This is an optimization exercise on Yosys and OpenROAD, whose aim is small area and a short achievable clock period, not a production implementation.
At most, simulation tests tie the RTL to the original design; equivalence was not proved.
Function not checked in run 1: the RTL went through the layout flow alone.
Power and IR drop assume default switching activity.

## flow/run.sh

```bash
#!/bin/bash
# synth_recipe.tcl (not shown) runs the flow's synth.tcl, then flattens the netlist and writes it again
# the make line also repeats each setting of config.mk as NAME=value (left out here)
make -C /OpenROAD-flow-scripts/flow DESIGN_CONFIG=/design/flow/config.mk WORK_HOME=/design/flow/orfs CLKGATE_MAP_FILE= SYNTH_SCRIPT=/design/flow/synth_recipe.tcl finish
```

## flow/config.mk

```make
export PLATFORM = sky130hd
export DESIGN_NAME = db_req
export DESIGN_NICKNAME = db_req
export VERILOG_FILES = /design/flow/design.v
export SDC_FILE = /design/flow/constraint.sdc
export NUM_CORES = 4
export LEC_CHECK = 0
export CAP_MARGIN = 20
export CELL_PAD_IN_SITES_DETAIL_PLACEMENT = 2
export CELL_PAD_IN_SITES_GLOBAL_PLACEMENT = 2
export CORE_MARGIN = 2
export CORE_UTILIZATION = 35
export CTS_CLUSTER_DIAMETER = 80
export CTS_CLUSTER_SIZE = 30
export PLACE_DENSITY = 0.4
export SETUP_SLACK_MARGIN = 2.8
export SLEW_MARGIN = 20
```

## flow/constraint.sdc

```tcl
create_clock -name core_clock -period 5.0 [get_ports {log_clk}]
set_input_delay 1.0000 -clock core_clock [delete_from_list [all_inputs] [get_ports {log_clk}]]
set_output_delay 1.0000 -clock core_clock [all_outputs]
set_load 0.01 [all_outputs]
```

## flow/design.v

```verilog
`timescale 1ns/1ns
module fifo_75x32 (
  input  wire        clk,
  input  wire        srst,
  input  wire [73:0] din,
  input  wire        wr_en,
  input  wire        wr_en_next,    
  input  wire        rd_en,
  output wire [73:0] rdata,
  output reg         rvalid,
  output reg         rfirst,
  output reg         rlast,
  output reg         full,
  output reg         empty
);
reg [4:0]  wptr;    
reg [31:0] rsel;    
reg [5:0]  count;
reg [31:0] we;      
wire do_wr = wr_en & ~full;
wire do_rd = rd_en & ~empty;
wire [31:0] rnext = {rsel[30:0], rsel[31]};    
reg [73:0] mem [0:31];
genvar g;
generate
  for (g = 0; g < 32; g = g + 1) begin : row
    always @(posedge clk)
      if (we[g])
        mem[g] <= din;
  end
endgenerate
reg [73:0] rd_or;
integer i;
always @(*) begin
  rd_or = 74'd0;
  for (i = 0; i < 32; i = i + 1)
    rd_or = rd_or | (mem[i] & {74{rnext[i]}});
end
reg [72:0] rd_q;
always @(posedge clk)
  rd_q <= rd_or[72:0];
assign rdata = {1'b0, rd_q};
wire nf = rd_or[73];
wire nl = rd_or[64];
wire [4:0]  wptr_nx = wptr + {4'd0, do_wr};
wire        full_nx = full ? ~do_rd : (count == 6'd31) & do_wr & ~do_rd;
always @(posedge clk) begin
  if (srst)
    we <= 32'd0;
  else
    we <= {31'd0, wr_en_next & ~full_nx} << wptr_nx;
end
always @(posedge clk) begin
  if (srst) begin
    wptr   <= 5'd0;
    rsel   <= 32'h80000000;
    count  <= 6'd0;
    full   <= 1'b0;
    empty  <= 1'b1;
    rvalid <= 1'b0;
    rfirst <= 1'b0;
    rlast  <= 1'b0;
  end
  else begin
    rvalid <= do_rd;
    rfirst <= do_rd & nf;
    rlast  <= do_rd & nl;
    wptr <= wptr_nx;
    if (do_rd)
      rsel <= rnext;
    case ({do_wr, do_rd})
      2'b10: begin
        count <= count + 6'd1;
        full  <= (count == 6'd31);
        empty <= 1'b0;
      end
      2'b01: begin
        count <= count - 6'd1;
        full  <= 1'b0;
        empty <= (count == 6'd1);
      end
      default: ;
    endcase
  end
end
endmodule
`timescale 1ns/1ns
module db_req (
	input log_clk,
	input log_rst,
	input wire [15:0] src_id,
	input wire [15:0] des_id,
	input wire self_check_in,
	input wire nwr_req_in,
	output reg rapidIO_ready_o,
	input wire link_initialized,
	output reg nwr_ready_o,
	output reg nwr_busy_o,
	output wire nwr_done_o,
	output go,
	output wire user_tready_o,
	input wire [33:0] user_addr,
	input wire [3:0] user_ftype,
	input wire [3:0] user_ttype,
	input wire [11:0] user_tsize_in,
	input wire [63:0] user_tdata_in,
	input wire user_tvalid_in,
	input wire [7:0] user_tkeep_in,
	input wire user_tlast_in,
	output reg 			ireq_tvalid_o,
	input wire 			ireq_tready_in,
	output reg 			ireq_tlast_o,
	output reg [63:0]	ireq_tdata_o,
	output reg [7:0] 	ireq_tkeep_o,
	output reg [31:0] 	ireq_tuser_o,
	input             iresp_tvalid_in,
	output wire        iresp_tready_o,
	input             iresp_tlast_in,
	input      [63:0] iresp_tdata_in,
	input       [7:0] iresp_tkeep_in,
	input      [31:0] iresp_tuser_in
	);
localparam [3:0] DOORB = 4'hA;
localparam [3:0] NWR = 4'h5;
localparam [3:0] TNWR   = 4'h4;
localparam [2:0] IDLE_s = 3'h0;
localparam [2:0] DB_REQ_s = 3'h1;
localparam [2:0] DB_RESP_s = 3'h2;
localparam [2:0] NWR_s = 3'h3;
reg [2:0] state;
reg  [3:0] rst_cnt;
reg        log_rst_q;
always @(posedge log_clk or posedge log_rst) begin
	if (log_rst) begin
		rst_cnt   <= 4'd0;
		log_rst_q <= 1'b1;
	end
	else if (log_rst_q) begin
		rst_cnt <= rst_cnt + 4'd1;
		if (rst_cnt == 4'd15)
			log_rst_q <= 1'b0;
	end
end
reg nwr_done;
reg db_req_ena;
reg bit_reverse;
reg addr_bit;       
reg [4:0] nwr_8byte_cnt;
reg [4:0] nwr_packect_transfer_cnt;
reg [4:0] packect_transfer_times;
wire resp_hdr = (iresp_tdata_in[55:52] == DOORB) && (iresp_tuser_in[31:16] == 16'h00f0);
wire target_ready = resp_hdr && (iresp_tdata_in[31:16] == 16'h0100);
wire target_busy  = resp_hdr && (iresp_tdata_in[31:16] == 16'h01ff);
reg user_tvalid_r;
reg [63:0] user_tdata_r;
reg user_tlast_r;
reg [7:0] user_tkeep_r;
reg user_first_r;
reg [7:0] user_size;    
always @(posedge log_clk) begin
	if (log_rst_q)
		user_tvalid_r <= 1'b0;
	else
		user_tvalid_r <= user_tvalid_in;
	user_tdata_r <= user_tdata_in;
	user_tkeep_r <= user_tkeep_in;
	user_tlast_r <= user_tlast_in;
	user_first_r <= ~user_tvalid_r & user_tvalid_in;
	if (~user_tvalid_r & user_tvalid_in)
		user_size <= user_tdata_in[7:0];
end
reg fifo_rd_en;
wire [73:0] fifo_rdata;
wire fifo_rvalid, fifo_rfirst, fifo_rlast, fifo_full, fifo_empty;
fifo_75x32 user_data_fifo (
	.clk(log_clk),
	.srst(log_rst_q),
	.din({user_first_r, user_tkeep_r, user_tlast_r, user_tdata_r}),
	.wr_en(user_tvalid_r),
	.wr_en_next(user_tvalid_in),
	.rd_en(fifo_rd_en),
	.rdata(fifo_rdata),
	.rvalid(fifo_rvalid),
	.rfirst(fifo_rfirst),
	.rlast(fifo_rlast),
	.full(fifo_full),
	.empty(fifo_empty)
);
assign user_tready_o = ~fifo_full;
wire current_user_valid = fifo_rvalid;
wire current_user_first = fifo_rfirst;
wire current_user_last  = fifo_rlast;
wire [63:0] current_user_data = fifo_rdata[63:0];
reg [7:0] keep_hold;
wire [7:0] current_user_keep = fifo_rvalid ? fifo_rdata[72:65] : keep_hold;
always @(posedge log_clk) begin
	if (log_rst_q)
		keep_hold <= 8'h0;
	else
		keep_hold <= current_user_keep;
end
always @(posedge log_clk) begin
	if (log_rst_q) begin
		state <= IDLE_s;
		nwr_ready_o <= 1'b0;
		nwr_busy_o <= 1'b0;
	end
	else begin
		case (state)
		IDLE_s: begin
			if (db_req_ena || self_check_in)
				state <= DB_REQ_s;
			else if (nwr_req_in)
				state <= NWR_s;
		end
		DB_REQ_s: begin
			if (ireq_tready_in)
				state <= DB_RESP_s;
		end
		DB_RESP_s: begin
			if (target_ready) begin
				nwr_ready_o <= 1'b1;
				state <= IDLE_s;
			end
			else if (target_busy) begin
				nwr_busy_o <= 1'b1;
				state <= IDLE_s;
			end
			else begin
				nwr_ready_o <= 1'b0;
				nwr_busy_o <= 1'b0;
			end
		end
		NWR_s: begin
			nwr_ready_o <= 1'b0;
			if (nwr_done)
				state <= IDLE_s;
		end
		default: state <= IDLE_s;
		endcase
	end
end
assign iresp_tready_o = 1'b1;
assign nwr_done_o = nwr_done;
assign go = 1'b0;
always @(posedge log_clk) begin
	if (log_rst_q) begin
		ireq_tvalid_o <= 1'b0;
		ireq_tlast_o <= 1'b0;
		ireq_tdata_o <= 64'h0;
		ireq_tkeep_o <= 8'h0;
		ireq_tuser_o <= 32'h0;
		fifo_rd_en <= 1'b0;
		nwr_8byte_cnt <= 5'h0;
		nwr_packect_transfer_cnt <= 5'h0;
		nwr_done <= 1'b0;
		rapidIO_ready_o <= 1'b1;
		db_req_ena <= 1'b0;
		packect_transfer_times <= 5'h0;
	end
	else begin
		ireq_tvalid_o <= 1'b0;
		ireq_tlast_o <= 1'b0;
		ireq_tdata_o <= 64'h0;
		ireq_tkeep_o <= 8'hff;
		ireq_tuser_o <= 32'h0;
		fifo_rd_en <= 1'b0;
		nwr_done <= 1'b0;
		rapidIO_ready_o <= (state == IDLE_s) || (state[2]);
		case (state)
		DB_REQ_s: begin
			db_req_ena <= 1'b0;
			if (ireq_tready_in) begin
				ireq_tdata_o <= {8'h00, DOORB, 4'h0, 1'b0, 2'h1, 1'b0, 12'b0,
				                 db_req_ena ? {6'h0, 1'b1, 8'h0, ~addr_bit} : 16'h0101, 16'h0};
				ireq_tvalid_o <= 1'b1;
				ireq_tlast_o <= 1'b1;
				ireq_tuser_o <= {src_id, des_id};
			end
		end
		DB_RESP_s: begin
			db_req_ena <= 1'b0;
		end
		NWR_s: begin
			db_req_ena <= 1'b1;
			if (current_user_last || ireq_tlast_o)
				fifo_rd_en <= 1'b0;
			else
				fifo_rd_en <= ~fifo_empty;
			ireq_tdata_o <= current_user_first ? {7'h0, bit_reverse, NWR, TNWR,
						1'b0, 2'h1, 1'b0, user_size, 2'h0, 13'h0, addr_bit, 20'h0}
						: (current_user_valid ? current_user_data : 64'h0);
			ireq_tvalid_o <= current_user_valid & ~ireq_tlast_o;
			ireq_tkeep_o <= current_user_keep;
			if (current_user_first) begin
				nwr_8byte_cnt <= 5'h0;
				nwr_packect_transfer_cnt <= 5'h0;
			end
			else if (current_user_valid) begin
				if (nwr_8byte_cnt == 5'd31)
					nwr_packect_transfer_cnt <= nwr_packect_transfer_cnt + 5'h1;
				nwr_8byte_cnt <= nwr_8byte_cnt + 5'h1;
			end
			if (current_user_last) begin
				nwr_8byte_cnt <= 5'h0;
				nwr_done <= 1'b1;
			end
			if (current_user_first)
				packect_transfer_times <= current_user_data[12:8];
			if (nwr_packect_transfer_cnt == packect_transfer_times)
				ireq_tlast_o <= current_user_last;
			else
				ireq_tlast_o <= (nwr_8byte_cnt == 5'd31);
		end
		default: ;
		endcase
	end
end
always @(posedge log_clk) begin
	if (log_rst_q)
		bit_reverse <= 1'b0;
	else if (nwr_done)
		bit_reverse <= ~bit_reverse;
end
always @(posedge log_clk) begin
	if (log_rst_q)
		addr_bit <= 1'b0;
	else
		addr_bit <= bit_reverse;
end
endmodule
```

==> flow_metrics.env, run 1 <==
export IMPL_finalSetupViolations=0
export IMPL_setup_ws_ns=2.62
export IMPL_worstMarginPinSlew_ns=1.15
export IMPL_power_mw=60.3
export IMPL_final_common_cell="edfxtp_1"
export IMPL_dp_hpwl_microns=188000
export IMPL_syn_to_final_growth_pct=15.2
export IMPL_synth_distinct_cells=59
export IMPL_slowest_delay_ns=0.41
export IMPL_wl_per_cell_microns=46.3
export IMPL_synth_area_sq_mm=0.0944
export IMPL_yosysSeqAreaShare_pct=83.5
export IMPL_cp_slowest_cell="dfxtp_4"
export IMPL_die_area_sq_mm=0.274
export IMPL_final_net_count=5691
export IMPL_layout_min_cycle_time_ns=2.38
export IMPL_synthFlopType="edfxtp_1"
export IMPL_setup_tns_ns=0
export IMPL_clock_latency_ns=0.86
export IMPL_async_flop_share_pct=0.182
export IMPL_cts_tree="yes"
export IMPL_antenna_found_initial=29
export IMPL_crit_type="flop to primary output"
export IMPL_ioPinCount=385
export IMPL_coreArea_sq_mm=0.268
export IMPL_finalCritPeriodShare_pct=47.6
export IMPL_cap_viol_max_count=0
export IMPL_critPathArrivalTime_ns=1.38
export IMPL_dieWidth_microns=523
export IMPL_dr_pass1_iters=5
export IMPL_ant_nets=0
export IMPL_cp_end_kind="primary output"
export IMPL_synth_area_per_cell_sq_um=18.5
export IMPL_syn_num_nets=5382
export IMPL_rsz0062_at_grt="yes"
export IMPL_fmax_mhz=420
export IMPL_startpoint_type="flop"
export IMPL_synth_edf_count=2376
export IMPL_hold_slack_ns=0.396
export IMPL_clk_path_buf_depth=3
export IMPL_h_tree_depth=4
export IMPL_grt_overflow_total=0
export IMPL_num_vias=56600
export IMPL_grt_pass1_wl_microns=548000
export IMPL_r2r_start="user_data_fifo.rvalid"
export IMPL_yosys_warnings=3
export IMPL_fin_util_pct=40.5
export IMPL_grt_max_degree=75
export IMPL_grt_usage_pct=30.1
export IMPL_wirelength_microns=421000
export IMPL_power_density_mw_per_mm2=555
export IMPL_pre_cts_ws_ns=1.96
export IMPL_vias_per_cell=6.22
export IMPL_finalHoldViolCount=0
export IMPL_cts_buffers=145
export IMPL_cts_clk_slew_worst_paths_ns=0.11
export IMPL_status="complete, no violations"
export IMPL_cts_root_buf="clkbuf_16"
export IMPL_rr_endpoint="ireq_tdata_o[36]"
export IMPL_worstPathCellList="buf_6"
export IMPL_syn_inst=5100
export IMPL_path_buf_inv=1
export IMPL_crit_required_ns=4.00
export IMPL_rows=190
export IMPL_final_cell_mix="edfxtp_1 (2376), a22oi_1 (1196), nand4_1 (301)"
export IMPL_grt_pass1_vias=56400
export IMPL_crit_family="flip-flops"
export IMPL_p_leak_nw=33.5
export IMPL_reg2reg_setup_slack_ns=2.76
export IMPL_ys_seq_elements=2747
export IMPL_port_buffers=257
export IMPL_cts_sinks=2747
export IMPL_first_iter_violations=7506
export IMPL_cp_max_fo=1
export IMPL_slew_limit_headroom_pct=23.4
export IMPL_reg2regPathDepth=5
export IMPL_start_util_pct=35.2
export IMPL_min_path_type="primary input to async pin"
export IMPL_ir_drop_mv=0.375
export IMPL_die_y_microns=523
export IMPL_slew_viol_final=0
export IMPL_drive_above_1_share_pct=13.7
export IMPL_fill_cells=25200
export IMPL_drc=0
export IMPL_place_congestion=0.728
export IMPL_skew_ns=0.0635
[kinds of logic (layout without fill, tap and decap cells)]
group | count (synthesis) | count (layout) | share of synthesized area, %
AOI/OAI and AO/OA | 1290 | 1290 | 10.1
other | 2 | 16 | 0.00796
adders and majority gates | 10 | 10 | 0.133
DFF | 2747 | 2747 | 83.5
and+or+nand+nor | 697 | 698 | 4.30
xor gates and xnor gates | 20 | 20 | 0.186
buffers and inverters | 318 | 747 | 1.60
muxes | 16 | 16 | 0.171
[Yosys cell counts (3+ instances only)]
cell      count  area (sq um)
xnor2_1      12           105
or4_1        74           556
or3_1         5          31.3
inv_1        11          41.3
mux2i_1      15           150
o211ai_1      6          45.0
ha_1         10           125
nor3b_1       3          22.5
nor2_1       90           338
nand2b_1      7          43.8
o21ai_0       8          40.0
buf_2        93           465
nand2_1      80           300
and2_1       34           213
xor2_1        8          70.1
nor3_1        6          30.0
edfxtp_1   2376         71300
nand4_1     301          1880
a31oi_1       4          25.0
dfrtp_1       4           100
buf_6        23           259
nand3_1      12          60.1
nor4b_1       3          26.3
buf_1        52           195
a22oi_1    1197          8990
nand3b_1      3          22.5
buf_4         8          60.1
nor2b_1       6          37.5
nor4_1       12          75.1
clkbuf_1    129           484
dfxtp_1     366          7330
and3_1       49           307
a21oi_1      62           310
[state kept, by name (all words and copies together) (netlist names), 32 cells and up]
register	cells
ireq_tdata_o	64
ireq_tuser_o	32
user_data_fifo.mem	2368
user_data_fifo.rd_q	72
user_data_fifo.rsel	32
user_data_fifo.we	32
user_tdata_r	64
[area by class of cell]
type / count / area (sq um) / area share [%]
Clock buffer: 162 / 3890 / 3.58
Clock inverter: 106 / 1190 / 1.10
Inverter: 13 / 58.8 / 0.0541
Tap cell: 3552 / 4440 / 4.09
Sequential cell: 2747 / 79200 / 72.8
Multi-Input combinational cell: 2036 / 14200 / 13.1
Timing Repair Buffer: 466 / 5640 / 5.19
Antenna cell: 14 / 35.0 / 0.0322
[repair_timing]
item / 4_1_cts / 5_1_grt
hold buffers: 0 / 0
pin swaps: 2 / 4
buffers inserted: 64 / 13
resized for setup: 607 / 66
setup endpoints to repair: 280 / 164
gates cloned: 10 / 2
[stage by stage]
step	instances	area, sq um
after floorplan	5100	94400
final	9096	109000
after global placement	8720	102000
after global routing	9084	109000
after CTS	9066	108000
after detailed placement	8724	102000
[worst max path at each step]
stage / startpoint / end / depth (start not counted)
finish: ireq_tdata_o[63] / ireq_tdata_o[63] / 1
global route: ireq_tdata_o[63] / ireq_tdata_o[63] / 1
CTS: ireq_tdata_o[63] / ireq_tdata_o[63] / 1
detailed placement: user_data_fifo.empty / user_data_fifo.count[5] / 9
global placement: user_data_fifo.empty / user_data_fifo.count[5] / 9
floorplan: user_data_fifo.empty / user_data_fifo.count[5] / 10
[worst reg2reg max path: cells and delay by family (launching register included)]
family | cells | cell delay (ns)
buf+inv | 2 | 0.74
simple gates | 2 | 0.72
flops | 1 | 0.50
compound gates | 1 | 0.19
[power breakdown]
group / switching (mW) / internal [mW] / total [mW] / leakage (nW)
logic: 10.9 / 4.51 / 15.4 / 6.49
clock network: 8.43 / 6.41 / 14.8 / 2.47
registers: 2.72 / 27.3 / 30.1 / 24.6
[routing by layer]
metal  GRT usage, %  part of all wire (%)  vias to the layer above
li1               -                     -                    21700
met1           43.3                    44                    32400
met5              0                     0                        -
met2           50.0                    48                     2159
met3           2.98                   5.4                      332
met4           5.41                   1.8                        0
==> inputs of run 2 (changes only) <==
--- a/flow/design.v
+++ b/flow/design.v
@@ -31,16 +31,17 @@
 endgenerate
 reg [73:0] rd_or;
+reg        nf, nl;
 integer i;
 always @(*) begin
   rd_or = 74'd0;
-  for (i = 0; i < 32; i = i + 1)
-    rd_or = rd_or | (mem[i] & {74{rnext[i]}});
+  nf = 1'b0;
+  nl = 1'b0;
+  for (i = 0; i < 32; i = i + 1) begin
+    rd_or = rd_or | (mem[i] & {74{rsel[i]}});
+    nf = nf | (mem[i][73] & rnext[i]);
+    nl = nl | (mem[i][64] & rnext[i]);
+  end
 end
-reg [72:0] rd_q;
-always @(posedge clk)
-  rd_q <= rd_or[72:0];
-assign rdata = {1'b0, rd_q};
-wire nf = rd_or[73];
-wire nl = rd_or[64];
+assign rdata = rd_or;
 wire [4:0]  wptr_nx = wptr + {4'd0, do_wr};
 wire        full_nx = full ? ~do_rd : (count == 6'd31) & do_wr & ~do_rd;
==> flow/flow/run.sh (new file) <==
#!/bin/bash
# Own flow: the standard layout (standard.sh, standard synthesis unchanged)
# with two changes:
#  - the port buffers are sky130_fd_sc_hd__buf_2 cells instead of the delay
#    cells (clkdlybuf4s50_1) that buffer_ports picks by default;
#  - clock tree synthesis inserts no dummy loads (same clustering as
#    config.mk's CTS_CLUSTER_SIZE / CTS_CLUSTER_DIAMETER).
# The make output goes to flow_make.log; ORFS's per-step logs are under orfs/logs.
set -euo pipefail
CTS="-sink_clustering_enable -repair_clock_nets -sink_clustering_size 30 -sink_clustering_max_diameter 80 -dont_use_dummy_load"
bash standard.sh "BUFFER_PORTS_ARGS=-buffer_cell sky130_fd_sc_hd__buf_2" "CTS_ARGS=$CTS" finish 2>&1 | tee flow_make.log
test -f out/final.def
==> flow/standard.sh (new file) <==
#!/bin/bash
# synth_recipe.tcl (not shown) runs the flow's synth.tcl, then flattens the netlist and writes it again
# the make line also repeats each setting of config.mk as NAME=value (left out here)
make -C /OpenROAD-flow-scripts/flow DESIGN_CONFIG=/design/flow/config.mk WORK_HOME=/design/flow/orfs CLKGATE_MAP_FILE= SYNTH_SCRIPT=/design/flow/synth_recipe.tcl "${@:-finish}"
--- a/flow/config.mk
+++ b/flow/config.mk
@@ -14,4 +14,4 @@
 export CTS_CLUSTER_SIZE = 30
 export PLACE_DENSITY = 0.4
-export SETUP_SLACK_MARGIN = 2.8
+export SETUP_SLACK_MARGIN = 2.7
 export SLEW_MARGIN = 20
removed: flow/run.sh
==> flow_metrics.env, run 2 <==
export IMPL_crit_type="flop to flop"
export IMPL_h_tree_depth=4
export IMPL_grt_pass1_vias=54300
export IMPL_hold_slack_ns=0.104
export IMPL_cts_hold_buf=0
export IMPL_synth_area_per_cell_sq_um=18.6
export IMPL_ant_nets=0
export IMPL_cap_viol_max_count=0
export IMPL_cts_root_buf="clkbuf_16"
export IMPL_drc=0
export IMPL_num_vias=55000
export IMPL_pre_cts_ws_ns=2.13
export IMPL_fill_cells=24800
export IMPL_vias_per_cell=6.21
export IMPL_power_density_mw_per_mm2=610
export IMPL_finalCritPeriodShare_pct=48.0
export IMPL_yosys_warnings=3
export IMPL_synth_distinct_cells=59
export IMPL_critPathArrivalTime_ns=3.06
export IMPL_min_path_type="primary input to async pin"
export IMPL_slew_viol_final=0
export IMPL_rows=188
export IMPL_cts_sinks=2675
export IMPL_grt_overflow_total=0
export IMPL_antenna_found_initial=30
export IMPL_synth_area_sq_mm=0.0925
export IMPL_syn_inst=4971
export IMPL_final_net_count=5633
export IMPL_synth_edf_count=2376
export IMPL_final_common_cell="edfxtp_1"
export IMPL_final_cell_mix="edfxtp_1 (2376), a22oi_1 (697), a221oi_1 (234)"
export IMPL_rsz0062_at_grt="yes"
export IMPL_slew_limit_headroom_pct=22.3
export IMPL_grt_pass1_wl_microns=521000
export IMPL_cp_max_fo=19
export IMPL_die_area_sq_mm=0.269
export IMPL_drive_above_1_share_pct=16.5
export IMPL_place_congestion=0.735
export IMPL_yosys_top_cells_count="edfxtp_1 (2376), a22oi_1 (698), dfxtp_1 (294), a221oi_1 (241), a22o_1 (232)"
export IMPL_yosysSeqAreaShare_pct=83.6
export IMPL_p_leak_nw=32.8
export IMPL_wl_per_cell_microns=46.0
export IMPL_top_regs="user_data_fifo.mem: 2368 flops, ireq_tdata_o: 64 flops, user_tdata_r: 64 flops"
export IMPL_port_buffers=257
export IMPL_setup_tns_ns=0
export IMPL_first_iter_violations=7767
export IMPL_yosysTopAreaCell="edfxtp_1"
export IMPL_startpoint_type="flop"
export IMPL_largest_reg_flops=2368
export IMPL_skew_ns=0.0881
export IMPL_start_util_pct=35.2
export IMPL_worstMarginPinSlew_ns=1.16
export IMPL_ir_drop_mv=0.414
export IMPL_yosysMostFrequentCell="edfxtp_1"
export IMPL_fin_util_pct=40.1
export IMPL_syn_num_nets=5253
export IMPL_async_flop_share_pct=0.187
export IMPL_layout_min_cycle_time_ns=2.40
export IMPL_top_register="user_data_fifo.mem"
export IMPL_coreArea_sq_mm=0.263
export IMPL_cts_buffers=145
export IMPL_cts_clk_slew_worst_paths_ns=0.08
export IMPL_cts_tree="yes"
export IMPL_finalHoldViolCount=0
export IMPL_reg2regPathDepth=6
export IMPL_dieWidth_microns=518
export IMPL_ioPinCount=385
export IMPL_die_y_microns=518
export IMPL_crit_required_ns=5.66
export IMPL_grt_usage_pct=29.2
export IMPL_grt_max_degree=75
export IMPL_synthFlopType="edfxtp_1"
export IMPL_clk_path_buf_depth=3
export IMPL_setup_ws_ns=2.60
export IMPL_dp_hpwl_microns=186000
export IMPL_dr_pass1_iters=6
export IMPL_status="complete, no violations"
export IMPL_synth_top_area_share_pct=77.1
export IMPL_fmax_mhz=417
export IMPL_ys_seq_elements=2675
export IMPL_wirelength_microns=408000
export IMPL_ys_top_cells_by_area="edfxtp_1 (77%), dfxtp_1 (6.4%), a22oi_1 (5.7%)"
export IMPL_clock_latency_ns=0.86
export IMPL_finalSetupViolations=0
export IMPL_syn_to_final_growth_pct=13.8
export IMPL_cp_end_kind="flop"
## run 2: changes by cell type after synthesis, sizes merged, moves of 29 or more
cell    change
a221oi    +241
a22o      +232
a22oi     -499
and3       -29
buf        -58
clkbuf     +52
dfxtp      -72
nand4      -78
nor2       +30
nor3       +54
or4        -73
## run 2: what timing repair did
action                     in CTS  in global routing
hold endpoints to repair        0                  0
buffers inserted               54                 60
pin swaps                       2                  6
gates cloned                    3                  5
resized for setup             159                 94
setup endpoints to repair     180                141
## run 2: where the power goes
| group | internal, mW | switching [mW] |
|---|---|---|
| clock network | 5.18 | 7.21 |
| logic | 6.67 | 15.8 |
| registers | 26.8 | 2.58 |
## run 2: metrics by stage
step	instance area (sq um)	power, mW	cells
detailed placement	99000	49.1	8596
CTS	104000	63.4	8798
global placement	99000	49.0	8596
floorplan	92600	37.1	4971
finish	105000	64.2	8868
global route	105000	66.0	8865
## run 2: layout make-up
type | count | area, sq um | share of cell area (%)
timing repair buffer | 532 | 5190 | 4.93
sequential | 2675 | 77700 | 73.8
inverter | 13 | 48.8 | 0.0463
clock buffer | 145 | 3630 | 3.44
tap | 3515 | 4400 | 4.18
multi-input combinational | 1984 | 14300 | 13.6
antenna | 4 | 10.0 | 0.00950
## run 2: final timing paths
| kind | slack, ns | endpoint | from |
|---|---|---|---|
| min in group core_clock | 0.23 | user_tdata_r[21] | user_tdata_in[21] |
| setup / recovery | 2.60 | ireq_tkeep_o[7] | user_data_fifo.rsel[23] |
| max in group asynchronous | 4.65 | log_rst_q | log_rst |
| setup reg to reg | 2.60 | ireq_tkeep_o[7] | user_data_fifo.rsel[23] |
| hold / removal | 0.10 | rst_cnt[3] | log_rst |
| hold reg to reg | 0.45 | ireq_tdata_o[39] | user_size[3] |
## run 2: per-layer routing
metal | vias to the layer above | global-route usage, % | share of wire [%]
li1 | 21300 | - | -
met4 | 4 | 8.42 | 2.9
met5 | - | 0 | 0.0066
met3 | 438 | 4.68 | 6.7
met2 | 2275 | 46.3 | 47
met1 | 31000 | 41.4 | 44
## run 2: cells by family (layout without fill, tap and decap cells)
family / Yosys count / in the layout / synth area share [%]
xor+xnor: 19 / 19 / 0.180
mux: 5 / 5 / 0.0554
fa+ha+maj: 10 / 10 / 0.135
flops: 2675 / 2675 / 83.6
other cells: 2 / 6 / 0.00811
simple gates: 656 / 656 / 3.77
compound gates: 1292 / 1292 / 11.0
buf+inv: 312 / 690 / 1.30
## run 2: critical path: stages, from the launching register on
cell and delay, ns:
dfxtp_4 0.75, buf_6 0.43, a22o_1 0.21, a221oi_1 0.05
and3_1 0.19, and3_1 0.18, a221oi_2 0.41
==> inputs of run 3 (changes only) <==
--- a/flow/config.mk
+++ b/flow/config.mk
@@ -14,4 +14,4 @@
 export CTS_CLUSTER_SIZE = 30
 export PLACE_DENSITY = 0.4
-export SETUP_SLACK_MARGIN = 2.7
+export SETUP_SLACK_MARGIN = 3.0
 export SLEW_MARGIN = 20
==> flow_metrics.env, run 3 <==
export IMPL_synthMuxAreaShare_pct=0.0554
export IMPL_slew_limit_headroom_pct=24.2
export IMPL_grt_pass1_wl_microns=553000
export IMPL_yosys_area_share_simple_pct=3.77
export IMPL_finalHoldViolCount=0
export IMPL_synth_top_area_share_pct=77.1
export IMPL_async_flop_share_pct=0.187
export IMPL_cap_viol_max_count=0
export IMPL_rows=188
export IMPL_layout_min_cycle_time_ns=2.36
export IMPL_antenna_found_initial=28
export IMPL_coreArea_sq_mm=0.263
export IMPL_cp_slowest_cell="dfxtp_4"
export IMPL_drc=0
export IMPL_ir_drop_mv=0.423
export IMPL_cts_buffers=145
export IMPL_place_congestion=0.726
export IMPL_fmax_mhz=424
export IMPL_synthAdderAreaFrac_pct=0.135
export IMPL_port_buffers=257
export IMPL_yosysMostFrequentCell="edfxtp_1"
export IMPL_dp_hpwl_microns=191000
export IMPL_start_util_pct=35.2
export IMPL_ioPinCount=385
export IMPL_cp_end_kind="primary output"
export IMPL_critPathArrivalTime_ns=1.36
export IMPL_synth_area_sq_mm=0.0925
export IMPL_cts_sinks=2675
export IMPL_dr_pass1_iters=6
export IMPL_largest_reg_flops=2368
export IMPL_top_register="user_data_fifo.mem"
export IMPL_h_tree_depth=4
export IMPL_grt_pass1_vias=56000
export IMPL_finalSetupViolations=0
export IMPL_dieWidth_microns=518
export IMPL_final_common_cell="edfxtp_1"
export IMPL_synthFlopType="edfxtp_1"
export IMPL_cts_root_buf="clkbuf_16"
export IMPL_finalCritPeriodShare_pct=47.2
export IMPL_wirelength_microns=427000
export IMPL_grt_usage_pct=30.9
export IMPL_grt_overflow_total=0
export IMPL_crit_type="flop to primary output"
export IMPL_synth_top_family_by_area="compound AO/OA/AOI/OAI gates"
export IMPL_instances_no_fill=9004
export IMPL_fill_cells=24700
export IMPL_drive_above_1_share_pct=21.2
export IMPL_synth_compound_gate_area_share_pct=11.0
export IMPL_dp_cells=8603
export IMPL_cts_hold_buf=0
export IMPL_synth_area_per_cell_sq_um=18.6
export IMPL_slew_viol_final=0
export IMPL_yosys_top_cells_count="edfxtp_1 (2376), a22oi_1 (698), dfxtp_1 (294), a221oi_1 (241), a22o_1 (232)"
export IMPL_status="complete, no violations"
export IMPL_num_vias=57100
export IMPL_vias_per_cell=6.34
export IMPL_yosys_warnings=3
export IMPL_final_net_count=5765
export IMPL_final_cell_mix="edfxtp_1 (2376), a22oi_1 (686), a22o_1 (232)"
export IMPL_slowest_delay_ns=0.41
export IMPL_crit_required_ns=4.00
export IMPL_ys_top_cells_by_area="edfxtp_1 (77%), dfxtp_1 (6.4%), a22oi_1 (5.7%)"
export IMPL_ant_nets=0
export IMPL_synth_distinct_cells=59
export IMPL_cp_max_fo=1
export IMPL_power_density_mw_per_mm2=624
export IMPL_yosysSeqAreaShare_pct=83.6
export IMPL_yosysTopAreaCell="edfxtp_1"
export IMPL_rsz0062_at_grt="yes"
export IMPL_crit_family="flip-flops"
export IMPL_grt_max_degree=75
export IMPL_cts_tree="yes"
export IMPL_worstPathCellList="buf_6"
export IMPL_min_path_type="primary input to async pin"
export IMPL_startpoint_type="flop"
export IMPL_skew_ns=0.0724
export IMPL_top_regs="user_data_fifo.mem: 2368 flops, ireq_tdata_o: 64 flops, user_tdata_r: 64 flops"
export IMPL_p_leak_nw=34.1
export IMPL_wl_per_cell_microns=47.4
export IMPL_path_buf_inv=1
export IMPL_syn_to_final_growth_pct=17.1
export IMPL_syn_inst=4971
export IMPL_clk_path_buf_depth=3
export IMPL_ys_seq_elements=2675
export IMPL_yosys_area_share_xor_xnor_pct=0.180
export IMPL_worstMarginPinSlew_ns=1.13
export IMPL_die_area_sq_mm=0.269
export IMPL_cts_clk_slew_worst_paths_ns=0.10
export IMPL_clock_latency_ns=0.85
export IMPL_setup_tns_ns=0
export IMPL_first_iter_violations=7687
export IMPL_syn_num_nets=5253
export IMPL_synth_edf_count=2376
export IMPL_die_y_microns=518
-- run 3: cell counts after synthesis --
No cell type changed its count.
-- run 3: area by class of cell --
class                   count  area, sq um  area share (%)
flip-flops and latches   2675        77800            71.7
multi-input cells        1984        15200            14.1
repair buffers            663         7270            6.71
well taps                3515         4400            4.06
clock buffers             145         3630            3.35
inverters                  13         65.1          0.0600
diodes                      8         20.0          0.0185
repair inverters            1         8.76         0.00808
-- run 3: metrics by stage --
stage | total power [mW] | utilization (%) | setup WS, ns | hold slack (ns) | instance area (sq um)
floorplan | 37.1 | - | 2.84 | 0.413 | 92600
global placement | 49.0 | 37.7 | 2.10 | 0.444 | 99200
detailed placement | 49.2 | 37.8 | 2.12 | 0.439 | 99200
CTS | 66.6 | 40.8 | 2.58 | 0.0435 | 107000
global route | 69.1 | 41.3 | 2.60 | 0.0782 | 108000
finish | 67.6 | 41.3 | 2.64 | 0.0816 | 108000
-- run 3: layer usage --
metal  vias to the layer above  share of wire (%)  track usage, %
li1                      21600                  -               -
met1                     32600                 44            45.0
met2                      2395                 47            49.5
met3                       425                6.3            3.79
met4                         4                2.6            7.24
met5                         -             0.0040               0
-- run 3: cells by family (layout without fill, tap and decap cells) --
group,after synthesis,count (layout)
flops,2675,2675
fa+ha+maj,10,10
compound gates,1292,1292
other cells,2,10
xor+xnor,19,19
mux,5,5
buf+inv,312,822
simple gates,656,656
-- run 3: worst reg2reg max path, cell delays in order (launching register included) --
cell,delay [ns]
dfxtp_4,0.42
buf_4,0.18
buf_12,0.14
buf_16,0.16
buf_16,0.18
buf_4,0.16
a22oi_1,0.15
nand4_1,0.19
nor3_4,0.29
o21ai_2,0.11
-- run 3: final timing paths --
| path | start | endpoint | slack (ns) | depth (start not counted) |
|---|---|---|---|---|
| worst min-delay path | log_rst | rst_cnt[1] | 0.08 | 2 |
| worst max-delay path | ireq_tdata_o[37] | ireq_tdata_o[37] | 2.64 | 1 |
| min in group core_clock | user_tdata_in[21] | user_tdata_r[21] | 0.24 | 1 |
| worst max register to register | user_data_fifo.rsel[3] | ireq_tdata_o[39] | 2.89 | 9 |
| max in group asynchronous | log_rst | log_rst_q | 4.68 | 2 |
| worst min register to register | user_size[4] | ireq_tdata_o[40] | 0.46 | 2 |
-- run 3: what timing repair did --
item                                    in CTS  in global routing
endpoints found under the setup margin     476                205
setup buffers                              202                 25
endpoints found under the hold margin        0                  0
cloned                                      15                  4
pin swaps                                   29                 85
resized for setup                          328                190
-- run 3: power breakdown --
group	switching [mW]	total, mW	leakage [nW]	internal, mW
logic	18.0	26.3	8.32	8.33
clock network	7.24	12.4	1.79	5.19
registers	2.09	28.9	24.0	26.8
==> inputs of run 4 (changes only) <==
--- a/flow/config.mk
+++ b/flow/config.mk
@@ -14,4 +14,4 @@
 export CTS_CLUSTER_SIZE = 30
 export PLACE_DENSITY = 0.4
-export SETUP_SLACK_MARGIN = 3.0
+export SETUP_SLACK_MARGIN = 2.8
 export SLEW_MARGIN = 20
==> flow_metrics.env, run 4 <==
export IMPL_yosysTopAreaCell="edfxtp_1"
export IMPL_cts_buffers=145
export IMPL_crit_type="flop to primary output"
export IMPL_grt_usage_pct=29.8
export IMPL_largest_reg_flops=2368
export IMPL_status="complete, no violations"
export IMPL_final_net_count=5658
export IMPL_die_y_microns=518
export IMPL_p_leak_nw=33.0
export IMPL_synth_distinct_cells=59
export IMPL_cp_max_fo=1
export IMPL_multi_input_area_sq_mm=0.0144
export IMPL_antenna_found_initial=32
export IMPL_drc=0
export IMPL_pre_cts_ws_ns=2.13
export IMPL_grt_pass1_wl_microns=536000
export IMPL_path_buf_inv=1
export IMPL_yosysMostFrequentCell="edfxtp_1"
export IMPL_critPathArrivalTime_ns=1.36
export IMPL_dieWidth_microns=518
export IMPL_cap_viol_max_count=0
export IMPL_coreArea_sq_mm=0.263
export IMPL_top_regs="user_data_fifo.mem: 2368 flops, ireq_tdata_o: 64 flops, user_tdata_r: 64 flops"
export IMPL_synthFlopType="edfxtp_1"
export IMPL_reg2regPathDepth=8
export IMPL_grt_max_degree=75
export IMPL_h_tree_depth=4
export IMPL_layout_min_cycle_time_ns=2.36
export IMPL_crit_required_ns=4.00
export IMPL_yosys_warnings=3
export IMPL_setup_tns_ns=0
export IMPL_clock_latency_ns=0.85
export IMPL_cts_clk_slew_worst_paths_ns=0.11
export IMPL_startpoint_type="flop"
export IMPL_yosys_top_cells_count="edfxtp_1 (2376), a22oi_1 (698), dfxtp_1 (294), a221oi_1 (241), a22o_1 (232)"
export IMPL_cts_hold_buf=0
export IMPL_synth_top_area_share_pct=77.1
export IMPL_finalSetupViolations=0
export IMPL_cts_tree="yes"
export IMPL_dr_pass1_iters=6
export IMPL_async_flop_share_pct=0.187
export IMPL_fmax_mhz=424
export IMPL_ant_nets=0
export IMPL_grt_pass1_vias=54900
export IMPL_final_cell_mix="edfxtp_1 (2376), a22oi_1 (698), a221oi_1 (233)"
export IMPL_skew_ns=0.0862
export IMPL_cts_root_buf="clkbuf_16"
export IMPL_start_util_pct=35.2
export IMPL_r2r_start="user_data_fifo.rsel[19]"
export IMPL_syn_num_nets=5253
export IMPL_power_mw=64.8
export IMPL_syn_to_final_growth_pct=14.2
export IMPL_setup_ws_ns=2.64
export IMPL_grt_overflow_total=0
export IMPL_worstMarginPinSlew_ns=1.19
export IMPL_vias_per_cell=6.24
export IMPL_place_congestion=0.735
export IMPL_wirelength_microns=410000
export IMPL_slowest_delay_ns=0.41
export IMPL_ioPinCount=385
export IMPL_finalCritPeriodShare_pct=47.2
export IMPL_port_buffers=257
export IMPL_die_area_sq_mm=0.269
export IMPL_top_register="user_data_fifo.mem"
export IMPL_wl_per_cell_microns=46.2
export IMPL_syn_inst=4971
export IMPL_ys_top_cells_by_area="edfxtp_1 (77%), dfxtp_1 (6.4%), a22oi_1 (5.7%)"
export IMPL_ir_drop_mv=0.412
export IMPL_register_area_sq_mm=0.0777
export IMPL_yosysSeqAreaShare_pct=83.6
export IMPL_synth_area_per_cell_sq_um=18.6
export IMPL_min_path_type="primary input to async pin"
export IMPL_slew_limit_headroom_pct=20.6
export IMPL_rsz0062_at_grt="yes"
export IMPL_worstPathCellList="buf_6"
export IMPL_synth_edf_count=2376
export IMPL_reg2reg_setup_slack_ns=2.71
export IMPL_cts_sinks=2675
export IMPL_final_common_cell="edfxtp_1"
export IMPL_slew_viol_final=0
export IMPL_power_density_mw_per_mm2=613
export IMPL_cp_slowest_cell="dfxtp_4"
export IMPL_synth_area_sq_mm=0.0925
export IMPL_rr_endpoint="ireq_tdata_o[40]"
export IMPL_ys_seq_elements=2675
export IMPL_dp_hpwl_microns=186000
export IMPL_num_vias=55500
export IMPL_rows=188
export IMPL_fill_cells=24800
export IMPL_cp_end_kind="primary output"
export IMPL_crit_family="flip-flops"
export IMPL_clk_path_buf_depth=3
export IMPL_first_iter_violations=7610
export IMPL_drive_above_1_share_pct=17.1
export IMPL_finalHoldViolCount=0
run 4: stage by stage:
| stage | utilization, % | hold WS (ns) | instances | instance area, sq um |
|---|---|---|---|---|
| after global routing | 40.2 | 0.0777 | 8890 | 106000 |
| after floorplan | - | 0.413 | 4971 | 92600 |
| after global placement | 37.7 | 0.440 | 8596 | 99000 |
| final | 40.2 | 0.0996 | 8892 | 106000 |
| after detailed placement | 37.7 | 0.444 | 8596 | 99000 |
| after CTS | 40.0 | 0.0415 | 8880 | 105000 |
run 4: power by group:
| part | internal (mW) | leakage [nW] | switching, mW | total, mW |
|---|---|---|---|---|
| Combinational | 6.94 | 7.21 | 16.1 | 23.0 |
| Clock | 5.19 | 1.79 | 7.24 | 12.4 |
| Sequential | 26.8 | 24.0 | 2.49 | 29.3 |
| Total | 39.0 | 33.0 | 25.8 | 64.8 |
run 4: area by class of cell:
class                   count  area share [%]
diodes                      3         0.00710
clock buffers             145            3.43
inverters                  13          0.0462
multi-input cells        1984            13.6
flip-flops and latches   2675            73.6
well taps                3515            4.16
repair buffers            557            5.19
run 4: layer usage:
metal,vias to the layer above,track usage (%),share of wire (%)
li1,21400,-,-
met1,31800,43.5,45
met2,2010,48.9,48
met3,313,3.10,5.4
met4,4,5.18,1.8
met5,-,0,0.0073
run 4: cell families (layout without fill, tap and decap cells):
logic type | count (synthesis) | in the layout | synth area share [%]
other | 2 | 5 | 0.00811
AND/OR/NAND/NOR | 656 | 656 | 3.77
adder cells (fa/ha/maj) | 10 | 10 | 0.135
buffers and inverters | 312 | 715 | 1.30
AO/OA/AOI/OAI | 1292 | 1292 | 11.0
multiplexers | 5 | 5 | 0.0554
XOR/XNOR | 19 | 19 | 0.180
flip-flops | 2675 | 2675 | 83.6
run 4: worst max path at each step:
stage / from / to / slack [ns] / cells after the start
2_1_floorplan: user_data_fifo.empty / user_data_fifo.count[5] / 2.69 / 11
3_3_place_gp: user_data_fifo.rsel[16] / ireq_tdata_o[40] / 2.13 / 7
3_5_place_dp: user_data_fifo.rsel[16] / ireq_tdata_o[40] / 2.13 / 7
4_1_cts: ireq_tdata_o[56] / ireq_tdata_o[56] / 2.57 / 1
5_1_grt: ireq_tdata_o[56] / ireq_tdata_o[56] / 2.59 / 1
6_report: ireq_tdata_o[56] / ireq_tdata_o[56] / 2.64 / 1
run 4: what timing repair did:
| item | CTS | global route |
|---|---|---|
| setup buffers | 131 | 8 |
| resized for setup | 193 | 85 |
| gates cloned | 8 | 0 |
| endpoints found under the setup margin | 207 | 148 |
| pin swaps | 7 | 5 |

port drivers added, routing unchanged:
No port has a modelled driver above. Below, the same layouts with a new extraction and two added sets of constraints.
Step 1 (the two cells are an assumption about what drives the block):
set clk [get_ports {log_clk}]
set_driving_cell -lib_cell sky130_fd_sc_hd__clkbuf_16 $clk
set_driving_cell -lib_cell sky130_fd_sc_hd__buf_2 [delete_from_list [all_inputs] $clk]
Step 2 also shifts input and output timing later by t, the mid clock arrival at the registers, as if the neighbouring blocks saw the same clock.
a / b / c = no drivers / after step 1 / after step 2; a / b = the first two.
run	t, ns	setup slack, ns	worst setup path at the end	cell pins on the clock port's net
run 1	0.931	2.618 / 2.519 / 2.157	input to register	1
run 2	0.909	2.601 / 2.542 / 2.412	input to register	1
run 3	0.913	2.639 / 2.538 / 2.562	input to register	1
run 4	0.906	2.640 / 2.545 / 2.421	input to register	1
After both steps every run listed still meets setup and hold. The setup slack of run 1, which loses most, moves by -0.099 ns with the drivers and by -0.461 ns with both steps.
